This is an optimization exercise on Yosys and OpenROAD, whose aim is small area and a short achievable clock period, not a production implementation. RTL that was checked went through simulation tests only; none was proved equivalent to the original.

==> v35 <==
==> flow/design.v (excerpt) <==
module wallace_tree_multiplier (
    input  logic        clk,
    input  logic        reset,
    input  logic [31:0] multiplicand,
    input  logic [31:0] multiplier,
    output logic [63:0] product,
    output logic        overflow
);
    logic [15:0] one, two, neg;
    logic [33:0] ae;
    assign ae = {multiplicand[31], multiplicand, 1'b0};
    logic [32:0] pp0;
    logic [32:0] pp1;
    logic [32:0] pp2;
    logic [32:0] pp3;
    logic [32:0] pp4;
    logic [32:0] pp5;
    logic [32:0] pp6;
    logic [32:0] pp7;
    logic [32:0] pp8;
    logic [32:0] pp9;
    logic [32:0] pp10;
    logic [32:0] pp11;
    logic [32:0] pp12;
    logic [32:0] pp13;
    logic [32:0] pp14;
    logic [32:0] pp15;
  ...
Settings: LEC_CHECK=0, CAP_MARGIN=20, CORE_MARGIN=2, CORE_UTILIZATION=40, SLEW_MARGIN=20; clock period 13.5 ns.
run.sh (not shown) runs the stock make flow with config.mk's settings and CLKGATE_MAP_FILE= SYNTH_SCRIPT=/design/flow/synth_recipe.tcl, a recipe that flattens the netlist after the stock synthesis.
==> v26 (differences from v35) <==
- ABC_AREA: default -> 1
==> impl_metrics.py <==
metrics = {
    "run_status": {
        "status": "finished clean",
    },
    "floorplan": {
        "dieArea_um2": 85700,
        "core-area_um2": 82400,
    },
    "layout": {
        "clkbuf_count": 13,
        "layout_common_cells": "nand2_1 (653), a21oi_1 (502), inv_1 (499)",
    },
    "critical_path": {
        "cp-startpoint": "multiplier[6]",
        "crit_arrival_ns": 11.29,
    },
    "yosys": {
        "syn_avg_cell_area_um2": 6.92,
        "synth_top_area_share_pct": 25.6,
        "synth.area.top_cells": "fa_1 (26%), a21oi_1 (7.5%), nand2_1 (7.4%), a22oi_1 (6.5%), clkbuf_1 (5.8%)",
    },
    "timing": {
        "fmax_ghz": 0.0912,
        "fin_crit_ns": 10.96,
    },
    "grt": {
        "use_met3_pct": 5.05,
        "grt_pass1_vias": 32600,
    },
}
the above is filed under v35

==> impl_metrics.py <==
metrics = {
    "run_status": {
        "status": "finished clean",
    },
    "yosys": {
        "syn_avg_cell_area_um2": 8.15,
        "synth_top_area_share_pct": 33.1,
    },
    "grt": {
        "use_met3_pct": 6.96,
    },
    "layout": {
        "layout_common_cells": "inv_1 (616), xor2_1 (524), o22ai_1 (495)",
    },
    "timing": {
        "fmax_ghz": 0.0949,
        "fin_crit_ns": 10.54,
    },
    "critical_path": {
        "cp-startpoint": "multiplier[17]",
        "crit_arrival_ns": 10.81,
    },
    "floorplan": {
        "core-area_um2": 64100,
    },
}
the above is filed under v26

Function was not checked in any run of this note: the RTL went through the layout flow alone.

---

==> inputs of v23 <==
wallace_tree_multiplier, a different RTL version from the one above (not shown whole).
clock: 13.5 ns
lec_check: 0
abc_area: 1
cap_margin: 20
core_margin: 2
core_utilization: 50
setup_slack_margin: 5
slew_margin: 20
synth_hierarchical: 1
standard.sh (not shown) runs the stock make flow with config.mk's settings and CLKGATE_MAP_FILE= SYNTH_SCRIPT=/design/flow/synth_recipe.tcl, a recipe that flattens the netlist after the stock synthesis.
==> flow/flow/run.sh <==
#!/bin/bash
# Standard ORFS layout, with plain buf_1 cells as the port buffers (buffer_ports
# otherwise picks a delay-cell buffer for every port).
set -euo pipefail
export BUFFER_PORTS_ARGS="-buffer_cell sky130_fd_sc_hd__buf_1"
bash standard.sh > standard_flow.log 2>&1
==> v19: changes against v23 <==
Settings changed: CORE_UTILIZATION 50 to 40.
==> reports/results.md <==
| Quantity | Value | Unit |
| --- | --- | --- |
| Wirelength per Cell | 28.2 | µm |
| Die X | 249 | µm |
| Wire length of the first global-routing pass | 142000 | µm |
| Starting Density | 0.405 | - |
| Total buffers and inverters traversed by the critical path | 4 | - |
| Total length of routed met3 wires | 13000 | µm |
| Result of the run | finished clean | - |
| CP Cell Sequence | buf_1, inv_2, o22ai_1, xor2_1, fa_1, fa_2, fa_1, fa_1, fa_1, ha_1, ha_1, ha_1, nand2_4, nor2_4, buf_4, a21oi_4, nand3_4, buf_12, fa_1, xor2_1 | - |
(the above is from v19)
==> reports/results.md <==
| Quantity | Value | Unit |
| --- | --- | --- |
| Result of the run | finished clean | - |
| CP Cell Sequence | clkbuf_2, buf_12, clkinvlp_4, o21ai_2, buf_12, o22ai_2, xor2_1, fa_1, fa_2, fa_1, fa_1, fa_1, fa_1, ha_2, ha_4, nand2_1, nor2_4, nand2_1, nor2_2, nand2_4, nand3_4, buf_12, fa_1 | - |
| Total buffers and inverters traversed by the critical path | 5 | - |
| Die X | 223 | µm |
(the above is from v23)

-- static timing again, ports no longer ideal --
No port has a modelled driver above. Below, the same layouts with a new extraction and two added sets of constraints. Step 1 assumes that a clkbuf_16 drives the clock port and a buf_2 every other input. Step 2 also shifts input and output timing later by t, the mid clock arrival at the registers, as if the neighbouring blocks saw the same clock. Slacks: no drivers / after step 1 / after step 2; pairs: no drivers / after step 1.
run | t (ns) | setup slack, ns | cell pins on the clock port's net
v35 | 0.459 | 2.539 / 2.577 / 2.118 | 1
v26 | 0.420 | 2.957 / 2.981 / 2.561 | 1
v23 | 0.435 | 5.105 / 5.128 / 4.693 | 1
v19 | 0.442 | 5.082 / 5.119 / 4.678 | 1
After both steps setup and hold are still met in every run listed. For v35, which loses most, drivers alone change the setup slack by +0.038 ns; drivers and shift together by -0.421 ns.
